Source: an optimization exercise on an open RTL-to-GDS flow (aim: small area and a short achievable clock period). Production flows keep margins and buffers that such runs may drop.
In this exercise RTL edits were held to simulation tests only and were not proved equivalent to the original.
Power is estimated from default activity; no workload was simulated.

==> flow/design.v (excerpt) <==
module slifo_v2 (clk, rst_n, wr, rd, lifo_empty, lifo_full, low_th, high_th,
                 lifo_low_th, lifo_high_th, lifo_ov, lifo_ud, lifo_valid,
                 data_in, data_out);
  input         clk;
  input         rst_n;
  input         wr;
  input         rd;
  input  [5:0]  low_th;
  input  [5:0]  high_th;
  input  [31:0] data_in;
  output reg [31:0] data_out;
  output reg    lifo_empty;
  output        lifo_full;
  output        lifo_low_th;
  output        lifo_high_th;
  output reg    lifo_ov;
  output reg    lifo_ud;
  output reg    lifo_valid;
  reg  [5:0]  cnt;      
  reg  [5:0]  ncnt;     
  reg  [3:0]  tlo;      
  reg  [7:0]  thi;      
  reg  [31:0] mem [0:31];
  assign lifo_full = cnt[5];
  wire push = wr & ~rd & ~cnt[5];
  wire pop  = rd & ~wr & ~lifo_empty;
  wire fwd  = wr & rd;
  wire [5:0] cnt_nx = push ? cnt + 6'd1 : pop ? cnt - 6'd1 : cnt;
  always @(posedge clk) begin
    if (~rst_n) begin
      cnt        <= 6'd0;
      ncnt       <= 6'h3f;
      lifo_empty <= 1'b1;
      tlo        <= 4'b1000;
      thi        <= 8'b1000_0000;
  ...
clock: 3.7 ns
lec_check: 0
cap_margin: 20
core_margin: 2
core_utilization: 55
cts_buf_list: sky130_fd_sc_hd__clkbuf_8
cts_cluster_diameter: 50
cts_cluster_size: 12
setup_slack_margin: 1.4
slew_margin: 20
synth_hierarchical: 1
run.sh (not shown) runs the stock make flow with config.mk's settings and CLKGATE_MAP_FILE= SYNTH_SCRIPT=/design/flow/synth_recipe.tcl, a recipe that flattens the netlist after the stock synthesis.
Change:
CTS_BUF_LIST = not set   (was sky130_fd_sc_hd__clkbuf_8)
CTS_CLUSTER_DIAMETER = not set   (was 50)
CTS_CLUSTER_SIZE = not set   (was 12)
What happened:
- die area is unchanged
- register-to-register slack stays flat
- first-iteration DRC count climbs by 2.8%
- clock-buffer cell count rose by 16
- total power went up by 17%

## job 6484
Another version of the RTL of slifo_v2 (not shown whole).
For scale: roughly 2100 cells after synthesis, ~1100 flip-flops, roughly 87 I/O pins, ~0.040 mm2 of cells after synthesis.
clock: 3.7 ns
lec_check: 0
cap_margin: 20
core_margin: 2
core_utilization: 65
cts_cluster_diameter: 100
cts_cluster_size: 26
place_density: 0.78
setup_slack_margin: 1.35
slew_margin: 20
synth_hierarchical: 1
Job 6484 completed end to end with timing, DRC and antenna clean.
> inputs changed (job 6484 -> job 9793)
==> flow/flow/run.sh (new file) <==
#!/bin/bash
# The standard layout (the standard.sh, all steps) with two changes read
# from env.sh: the port buffers are buf_1 cells, and clock tree synthesis adds
# no dummy loads. ORFS writes each step's full log under orfs/logs/; the make
# output goes to standard.log.
set -euo pipefail
here=$(cd "$(dirname "${BASH_SOURCE[0]}")" && pwd)
source "$here/env.sh"
bash standard.sh > standard.log 2>&1
==> flow/flow/env.sh (new file) <==
export BUFFER_PORTS_ARGS="-buffer_cell sky130_fd_sc_hd__buf_1"
export CTS_ARGS="-sink_clustering_enable -repair_clock_nets -sink_clustering_size 26 -sink_clustering_max_diameter 100 -dont_use_dummy_load"
==> flow/standard.sh (new file) <==
#!/bin/bash
# synth_recipe.tcl (not shown) runs the flow's synth.tcl, then flattens the netlist and writes it again
# the make line also repeats each setting of config.mk as NAME=value (left out here)
make -C /OpenROAD-flow-scripts/flow DESIGN_CONFIG=/design/flow/config.mk WORK_HOME=/design/flow/orfs CLKGATE_MAP_FILE= SYNTH_SCRIPT=/design/flow/synth_recipe.tcl "${@:-finish}"
removed: flow/run.sh
[summary]
Post-synthesis adder-cell area fraction across job 6484 and job 9793: no real change. The first element of the critical path comes out sel[27] in one run and wr in the other, namely in job 6484 and job 9793 respectively. Job 9793 against job 6484: wire length lower; final cell count down 70. Going from job 6484 to job 9793, the final worst-path cycle share was found to have gone up by 0.66 points. Diff job 6484 -> job 9793 | routed via count | decrease of about 4.3%.
Edits applied to the flow inputs when going from job 9793 to job 2258:
Settings: changing SETUP_SLACK_MARGIN from 1.35 to 1.5; changing CTS_CLUSTER_SIZE from 26 to 30.
==> flow/run.sh (new file) <==
#!/bin/bash
# synth_recipe.tcl (not shown) runs the flow's synth.tcl, then flattens the netlist and writes it again
# the make line also repeats each setting of config.mk as NAME=value (left out here)
make -C /OpenROAD-flow-scripts/flow DESIGN_CONFIG=/design/flow/config.mk WORK_HOME=/design/flow/orfs CLKGATE_MAP_FILE= SYNTH_SCRIPT=/design/flow/synth_recipe.tcl finish
removed: flow/flow/run.sh
removed: flow/flow/env.sh
removed: flow/standard.sh
## What came out
Total power of job 2258 is higher than that of job 9793. Longest individual stage delay on the worst path: job 2258 < job 9793. The wire length of the first global-routing pass reported for job 2258 is greater than that of job 9793 by about 12%. Job 2258: number of instances resized during post-cts repair is 81 higher than what job 9793 reported.
#### Input delta (job 4221 over job 2258)
Settings: CTS_CLUSTER_SIZE: 30 -> 26.
==> flow/flow/run.sh (new file) <==
#!/bin/bash
# The standard layout (the standard.sh, all steps) with two changes read
# from env.sh: the port buffers are buf_1 cells, and clock tree synthesis adds
# no dummy loads. ORFS writes each step's full log under orfs/logs/; the make
# output goes to standard.log.
set -euo pipefail
here=$(cd "$(dirname "${BASH_SOURCE[0]}")" && pwd)
source "$here/env.sh"
bash standard.sh > standard.log 2>&1
==> flow/flow/env.sh (new file) <==
export BUFFER_PORTS_ARGS="-buffer_cell sky130_fd_sc_hd__buf_1"
export CTS_ARGS="-sink_clustering_enable -repair_clock_nets -sink_clustering_size 26 -sink_clustering_max_diameter 100 -dont_use_dummy_load"
==> flow/standard.sh (new file) <==
#!/bin/bash
# synth_recipe.tcl (not shown) runs the flow's synth.tcl, then flattens the netlist and writes it again
# the make line also repeats each setting of config.mk as NAME=value (left out here)
make -C /OpenROAD-flow-scripts/flow DESIGN_CONFIG=/design/flow/config.mk WORK_HOME=/design/flow/orfs CLKGATE_MAP_FILE= SYNTH_SCRIPT=/design/flow/synth_recipe.tcl "${@:-finish}"
removed: flow/run.sh
[summary]
Both conditions hold for job 4221: the flow ran to the end and the final layout passed the timing, DRC and antenna checks. Run comparison: job 4221 worst setup path startpoint sel[25]; job 2258 worst setup path startpoint low_th[2]. As far as multi-input logic cell count is concerned, job 4221 and job 2258 perform about the same. Job 2258 reports its class of the most critical hold timing path as reg2reg while job 4221 reports in2reg. Compared with job 2258, in job 4221 number of fill cells in the layout about even, area of all sequential standard cells comparable, cell area -about 0.7%, portion of total power attributed to the clock network now sits higher, total detailed-routing wirelength decreased 4.2%. In job 4221 the quantity of gates resized following cts turned out 63% lower than in job 2258.
Relative to job 4221, the following input files were edited for job 4204:
==> flow/run.sh (new file) <==
#!/bin/bash
# synth_recipe.tcl (not shown) runs the flow's synth.tcl, then flattens the netlist and writes it again
# the make line also repeats each setting of config.mk as NAME=value (left out here)
make -C /OpenROAD-flow-scripts/flow DESIGN_CONFIG=/design/flow/config.mk WORK_HOME=/design/flow/orfs CLKGATE_MAP_FILE= SYNTH_SCRIPT=/design/flow/synth_recipe.tcl finish
removed: flow/flow/run.sh
removed: flow/flow/env.sh
removed: flow/standard.sh
Notes after the runs:
[job 4204 vs job 4221] post-route standard cell area excluding fillers: higher in job 4204. On job 4204: fraction of met2 tracks used by global routing is 0.52 points higher than what job 4221 gave. As far as worst-case clock buffer depth goes, job 4204 and job 4221 are indistinguishable; the numbers are identical. Final critical-path required period: job 4204 better than job 4221. Job 4204 and job 4221 ended up with nearly the same area used by sequential logic in the layout. Looking at sequential share of layout area, job 4204 sits below job 4221. Worst slew margin relative to its limit, job 4204 and job 4221, higher one = job 4221. In job 4204, the synthesis-to-finish area growth came out 1.3 points above the value in job 4221.

slifo_v2, a different RTL version from the one above (not shown whole).
Size: about 2,000 cells after synthesis, ~39,000 um^2 of cells after synthesis.
## slifo_v2
module slifo_v2 (clk, rst_n, wr, rd, lifo_empty, lifo_full, low_th, high_th,
                 lifo_low_th, lifo_high_th, lifo_ov, lifo_ud, lifo_valid,
                 data_in, data_out);
clock: 3.7 ns
lec_check: 0
cap_margin: 20
core_margin: 2
core_utilization: 55
cts_cluster_diameter: 100
cts_cluster_size: 26
setup_slack_margin: 1.2
slew_margin: 20
synth_hierarchical: 1
Stock flow here: none of the scripts above is used.
The baseline ran to the end with no violations.
==> next run, changes <==
--- a/flow/config.mk
+++ b/flow/config.mk
@@ -13 +13 @@
-export SETUP_SLACK_MARGIN = 1.2
+export SETUP_SLACK_MARGIN = 1.5
What happened:
- global-route usage came out higher by 0.96 points
- die area stays the same
- design area hardly moves
- setup slack got worse by 0.037 ns
- combinational power came out higher by 14%
- non-clock buffer count came out lower by 17
- clock power came out higher by about 0.8%
- power came out higher by 0.67%
- worst hold slack stays flat

== main ==
slifo_v2, a different RTL version from the one above (not shown whole).
For scale: ~1,100 flip-flops, about 39,000 sq um of cells after synthesis.
clock: 3.7 ns
lec_check: 0
cap_margin: 20
core_margin: 2
core_utilization: 55
cts_buf_list: sky130_fd_sc_hd__clkbuf_8
cts_cluster_diameter: 50
cts_cluster_size: 12
setup_slack_margin: 1.4
slew_margin: 20
synth_hierarchical: 1
Setup changes, main to the feature branch
# main
export LEC_CHECK = 0
export CAP_MARGIN = 20
export CORE_MARGIN = 2
export CORE_UTILIZATION = 55
export CTS_BUF_LIST = sky130_fd_sc_hd__clkbuf_8
export CTS_CLUSTER_DIAMETER = 50
export CTS_CLUSTER_SIZE = 12
export SETUP_SLACK_MARGIN = 1.4
export SLEW_MARGIN = 20
export SYNTH_HIERARCHICAL = 1
create_clock -name core_clock -period 3.7 [get_ports {clk}]
# the feature branch
export LEC_CHECK = 0
export CAP_MARGIN = 20
export CORE_MARGIN = 2
export CORE_UTILIZATION = 55
export SETUP_SLACK_MARGIN = 1.4
export SLEW_MARGIN = 20
export SYNTH_HIERARCHICAL = 1
create_clock -name core_clock -period 3.7 [get_ports {clk}]
### Flow results
Clock transition at the register clock pins on the worst setup and hold paths after CTS: the feature branch < main
On share of cell area taken by multi-input logic gates, main and the feature branch are neck and neck.
main → the feature branch: wire length increased by about 6% relative to the old numbers; internal power consumption increased by about 18% relative to the old numbers; power consumption increased by about 16% relative to the old numbers; wire length of the first global-routing pass closely matched the old numbers.

Setup of wip/sierra:
The RTL this note starts from:
==> flow/design.v <==
module slifo_v2 (clk, rst_n, wr, rd, lifo_empty, lifo_full, low_th, high_th,
                 lifo_low_th, lifo_high_th, lifo_ov, lifo_ud, lifo_valid,
                 data_in, data_out);
  input         clk;
  input         rst_n;
  input         wr;
  input         rd;
  input  [5:0]  low_th;
  input  [5:0]  high_th;
  input  [31:0] data_in;
  output reg [31:0] data_out;
  output reg    lifo_empty;
  output        lifo_full;
  output        lifo_low_th;
  output        lifo_high_th;
  output reg    lifo_ov;
  output reg    lifo_ud;
  output reg    lifo_valid;
  reg  [5:0]  cnt;      
  reg  [5:0]  ncnt;     
  reg  [5:0]  cntp1;    
  reg  [31:0] sel;      
  reg  [31:0] mem [0:31];
  assign lifo_full = cnt[5];
  wire pw   = wr & ~rd;               
  wire push = pw & ~cnt[5];
  wire pop  = rd & ~wr & ~lifo_empty;
  wire fwd  = wr & rd;
  wire [5:0] cnt_inc = cnt + 6'd1;
  wire [5:0] cnt_dec = cnt - 6'd1;
  wire [5:0] cnt_inc2 = cnt + 6'd2;
  always @(posedge clk) begin
    if (~rst_n) begin
      cnt        <= 6'd0;
      lifo_empty <= 1'b1;
      sel        <= 32'h8000_0000;
    end else if (push) begin
      cnt        <= cnt_inc;
      lifo_empty <= 1'b0;
      sel        <= {sel[30:0], sel[31]};
    end else if (pop) begin
      cnt        <= cnt_dec;
      lifo_empty <= (cnt == 6'd1);
      sel        <= {sel[0], sel[31:1]};
    end
  end
  always @(posedge clk) begin
    if (~rst_n) begin
      ncnt  <= 6'h3f;
      cntp1 <= 6'd1;
    end else begin
      ncnt  <= push ? ~cnt_inc : pop ? ~cnt_dec : ~cnt;
      cntp1 <= push ? cnt_inc2 : pop ? cnt : cnt_inc;
    end
  end
  genvar g;
  generate
    for (g = 0; g < 32; g = g + 1) begin : g_word
      wire we;
      if (g == 0) begin : g_w0
        assign we = pw & sel[31] & ~cnt[5];
      end else begin : g_wn
        assign we = pw & sel[g - 1];
      end
      always @(posedge clk)
        if (we)
          mem[g] <= data_in;
    end
  endgenerate
  wire [31:0] grp [0:10];
  generate
    for (g = 0; g < 10; g = g + 1) begin : g_grp
      slifo_aoi3 u_aoi (.a(mem[3*g]), .b(mem[3*g+1]), .c(mem[3*g+2]),
                        .sa(sel[3*g]), .sb(sel[3*g+1]), .sc(sel[3*g+2]), .y(grp[g]));
    end
  endgenerate
  slifo_aoi2 u_aoi_last (.a(mem[30]), .b(mem[31]),
                         .sa(sel[30]), .sb(sel[31]), .y(grp[10]));
  wire [31:0] rdata = ~(grp[0] & grp[1] & grp[2] & grp[3] & grp[4] & grp[5] &
                        grp[6] & grp[7] & grp[8] & grp[9] & grp[10]);
  always @(posedge clk) begin
    data_out   <= fwd ? data_in : rdata;
    lifo_valid <= pop | fwd;
  end
  always @(posedge clk) begin
    if (~rst_n)                 lifo_ov <= 1'b0;
    else if (rd)                lifo_ov <= 1'b0;
    else if (wr & lifo_full)    lifo_ov <= 1'b1;
  end
  always @(posedge clk) begin
    if (~rst_n)                 lifo_ud <= 1'b0;
    else if (wr)                lifo_ud <= 1'b0;
    else if (rd & lifo_empty)   lifo_ud <= 1'b1;
  end
  slifo_cla6 #(.CIN(1)) u_low  (.pa(~low_th), .pb(cntp1), .co(lifo_low_th));
  slifo_cla6 #(.CIN(1)) u_high (.pa(ncnt), .pb(high_th), .co(lifo_high_th));
endmodule
module slifo_aoi3 (a, b, c, sa, sb, sc, y);
  input  [31:0] a, b, c;
  input         sa, sb, sc;
  output [31:0] y;
  assign y = ~((a & {32{sa}}) | (b & {32{sb}}) | (c & {32{sc}}));
endmodule
module slifo_aoi2 (a, b, sa, sb, y);
  input  [31:0] a, b;
  input         sa, sb;
  output [31:0] y;
  assign y = ~((a & {32{sa}}) | (b & {32{sb}}));
endmodule
module slifo_cla6 (pa, pb, co);
  parameter CIN = 0;
  input  [5:0] pa, pb;
  output       co;
  wire [5:0] g, p;
  genvar i;
  generate
    for (i = 0; i < 6; i = i + 1) begin : g_bit
      slifo_nor2  u_g (.a(pa[i]), .b(pb[i]), .y(g[i]));
      slifo_nand2 u_p (.a(pa[i]), .b(pb[i]), .y(p[i]));
    end
  endgenerate
  wire c1 = CIN ? p[0] : g[0];
  wire ng10, ng32, ng54, np54, np5432;
  slifo_aoi21 u_g10 (.a1(p[1]), .a2(c1),   .b(g[1]), .y(ng10));
  slifo_aoi21 u_g32 (.a1(p[3]), .a2(g[2]), .b(g[3]), .y(ng32));
  slifo_aoi21 u_g54 (.a1(p[5]), .a2(g[4]), .b(g[5]), .y(ng54));
  slifo_nand2 u_p54 (.a(p[5]), .b(p[4]), .y(np54));
  slifo_nand4 u_p52 (.a(p[5]), .b(p[4]), .c(p[3]), .d(p[2]), .y(np5432));
  slifo_o221ai u_co (.a1(np54), .a2(ng32), .b1(np5432), .b2(ng10), .c(ng54), .y(co));
endmodule
module slifo_nand2 (a, b, y);
  input a, b; output y;
  assign y = ~(a & b);
endmodule
module slifo_nor2 (a, b, y);
  input a, b; output y;
  assign y = ~(a | b);
endmodule
module slifo_nand4 (a, b, c, d, y);
  input a, b, c, d; output y;
  assign y = ~(a & b & c & d);
endmodule
module slifo_aoi21 (a1, a2, b, y);
  input a1, a2, b; output y;
  assign y = ~((a1 & a2) | b);
endmodule
module slifo_o221ai (a1, a2, b1, b2, c, y);
  input a1, a2, b1, b2, c; output y;
  assign y = ~((a1 | a2) & (b1 | b2) & c);
endmodule
clock: 3.7 ns
lec_check: 0
cap_margin: 20
core_margin: 2
core_utilization: 65
cts_cluster_diameter: 100
cts_cluster_size: 26
place_density: 0.78
setup_slack_margin: 1.7
slew_margin: 20
synth_hierarchical: 1
In summary, wip/sierra completed successfully, with a layout that passed the timing, DRC and antenna checks.
[inputs] wip/fjord vs wip/sierra
Settings: SETUP_SLACK_MARGIN now 1.6, was 1.7.
==> flow/flow/run.sh (new file) <==
#!/bin/bash
# The standard layout (the standard.sh, all steps) with two changes read
# from env.sh: the port buffers are buf_1 cells, and clock tree synthesis adds
# no dummy loads. ORFS writes each step's full log under orfs/logs/; the make
# output goes to standard.log.
set -euo pipefail
here=$(cd "$(dirname "${BASH_SOURCE[0]}")" && pwd)
source "$here/env.sh"
bash standard.sh > standard.log 2>&1
==> flow/flow/env.sh (new file) <==
export BUFFER_PORTS_ARGS="-buffer_cell sky130_fd_sc_hd__buf_1"
export CTS_ARGS="-sink_clustering_enable -repair_clock_nets -sink_clustering_size 26 -sink_clustering_max_diameter 100 -dont_use_dummy_load"
==> flow/standard.sh (new file) <==
#!/bin/bash
# synth_recipe.tcl (not shown) runs the flow's synth.tcl, then flattens the netlist and writes it again
# the make line also repeats each setting of config.mk as NAME=value (left out here)
make -C /OpenROAD-flow-scripts/flow DESIGN_CONFIG=/design/flow/config.mk WORK_HOME=/design/flow/orfs CLKGATE_MAP_FILE= SYNTH_SCRIPT=/design/flow/synth_recipe.tcl "${@:-finish}"
removed: flow/run.sh
==> run notes <==
wip/fjord reached the final stage; the timing, DRC and antenna checks on its layout passed. Compared to wip/sierra, wip/fjord leaves more free space in the core. wip/fjord vs wip/sierra on number of buffers and inverters on the critical path: wip/fjord is the lower one. Total internal power for wip/fjord is lower than for wip/sierra.
Inputs modified between wip/fjord and wip/garnet:
==> flow/run.sh (new file) <==
#!/bin/bash
# synth_recipe.tcl (not shown) runs the flow's synth.tcl, then flattens the netlist and writes it again
# the make line also repeats each setting of config.mk as NAME=value (left out here)
make -C /OpenROAD-flow-scripts/flow DESIGN_CONFIG=/design/flow/config.mk WORK_HOME=/design/flow/orfs CLKGATE_MAP_FILE= SYNTH_SCRIPT=/design/flow/synth_recipe.tcl finish
removed: flow/flow/run.sh
removed: flow/flow/env.sh
removed: flow/standard.sh
## What came out
- Relative to wip/fjord, length of routed met2 wiring has gone up in wip/garnet.
- The run showing the smaller proportion of power drawn by combinational gates is wip/fjord.
- [compare] base=wip/fjord new=wip/garnet: worst-case clock buffer depth ~0 delta; total power went up about 2.4%; sequential power share went down by 1.7 points.
- Non-clock buffer count in wip/garnet is 21 higher than in wip/fjord
- Compared to wip/fjord, wip/garnet shows a narrower setup margin.

re-timing with driven ports:
In the flow no input, the clock included, has a driving cell. The finished layouts below were timed again as built, in two steps. Step 1, drivers: a clkbuf_16 drives clk and a buf_2 each remaining input, both assumed. Step 2 moves the port delays by t, midway between the first and last clock arrival at a register: inputs arrive t later, outputs are due t later. That takes back most of the time a late clock gives input paths. Slacks: no drivers / after step 1 / after step 2; pairs: no drivers / after step 1.
run | shift t [ns] | setup slack, ns | worst hold slack (ns) | clock arrival spread, ns
the first run of note 1 | 0.766 | 1.268 / 1.204 / 0.984 | 0.520 / 0.489 / 0.520 | 0.025 / 0.025
the second run of note 1 | 0.712 | 1.311 / 1.249 / 0.730 | 0.520 / 0.520 / 0.520 | 0.020 / 0.020
job 6484 | 0.697 | 1.355 / 1.325 / 0.723 | 0.525 / 0.525 / 0.525 | 0.037 / 0.037
job 9793 | 0.670 | 1.330 / 1.345 / 0.695 | 0.479 / 0.438 / 0.487 | 0.037 / 0.037
job 2258 | 0.680 | 1.462 / 1.418 / 0.854 | 0.532 / 0.532 / 0.532 | 0.023 / 0.023
job 4221 | 0.671 | 1.407 / 1.407 / 0.966 | 0.486 / 0.451 / 0.543 | 0.052 / 0.052
job 4204 | 0.688 | 1.459 / 1.426 / 0.860 | 0.525 / 0.525 / 0.525 | 0.036 / 0.036
the first run of note 3 | 0.696 | 1.197 / 1.170 / 0.669 | 0.522 / 0.522 / 0.522 | 0.026 / 0.026
the second run of note 3 | 0.689 | 1.160 / 1.160 / 0.968 | 0.521 / 0.521 / 0.521 | 0.025 / 0.025
main | 0.786 | 0.752 / 0.705 / 0.730 | 0.518 / 0.513 / 0.518 | 0.040 / 0.039
the feature branch | 0.722 | 0.891 / 0.825 / 0.690 | 0.516 / 0.516 / 0.516 | 0.033 / 0.033
wip/sierra | 0.695 | 1.444 / 1.387 / 1.158 | 0.478 / 0.447 / 0.528 | 0.039 / 0.038
wip/fjord | 0.673 | 1.506 / 1.441 / 1.022 | 0.475 / 0.438 / 0.542 | 0.047 / 0.048
wip/garnet | 0.697 | 1.437 / 1.411 / 0.932 | 0.526 / 0.526 / 0.526 | 0.035 / 0.035
After both steps setup and hold are still met in every run listed. For job 9793, which loses most, drivers alone change the setup slack by +0.015 ns; drivers and shift together by -0.635 ns.
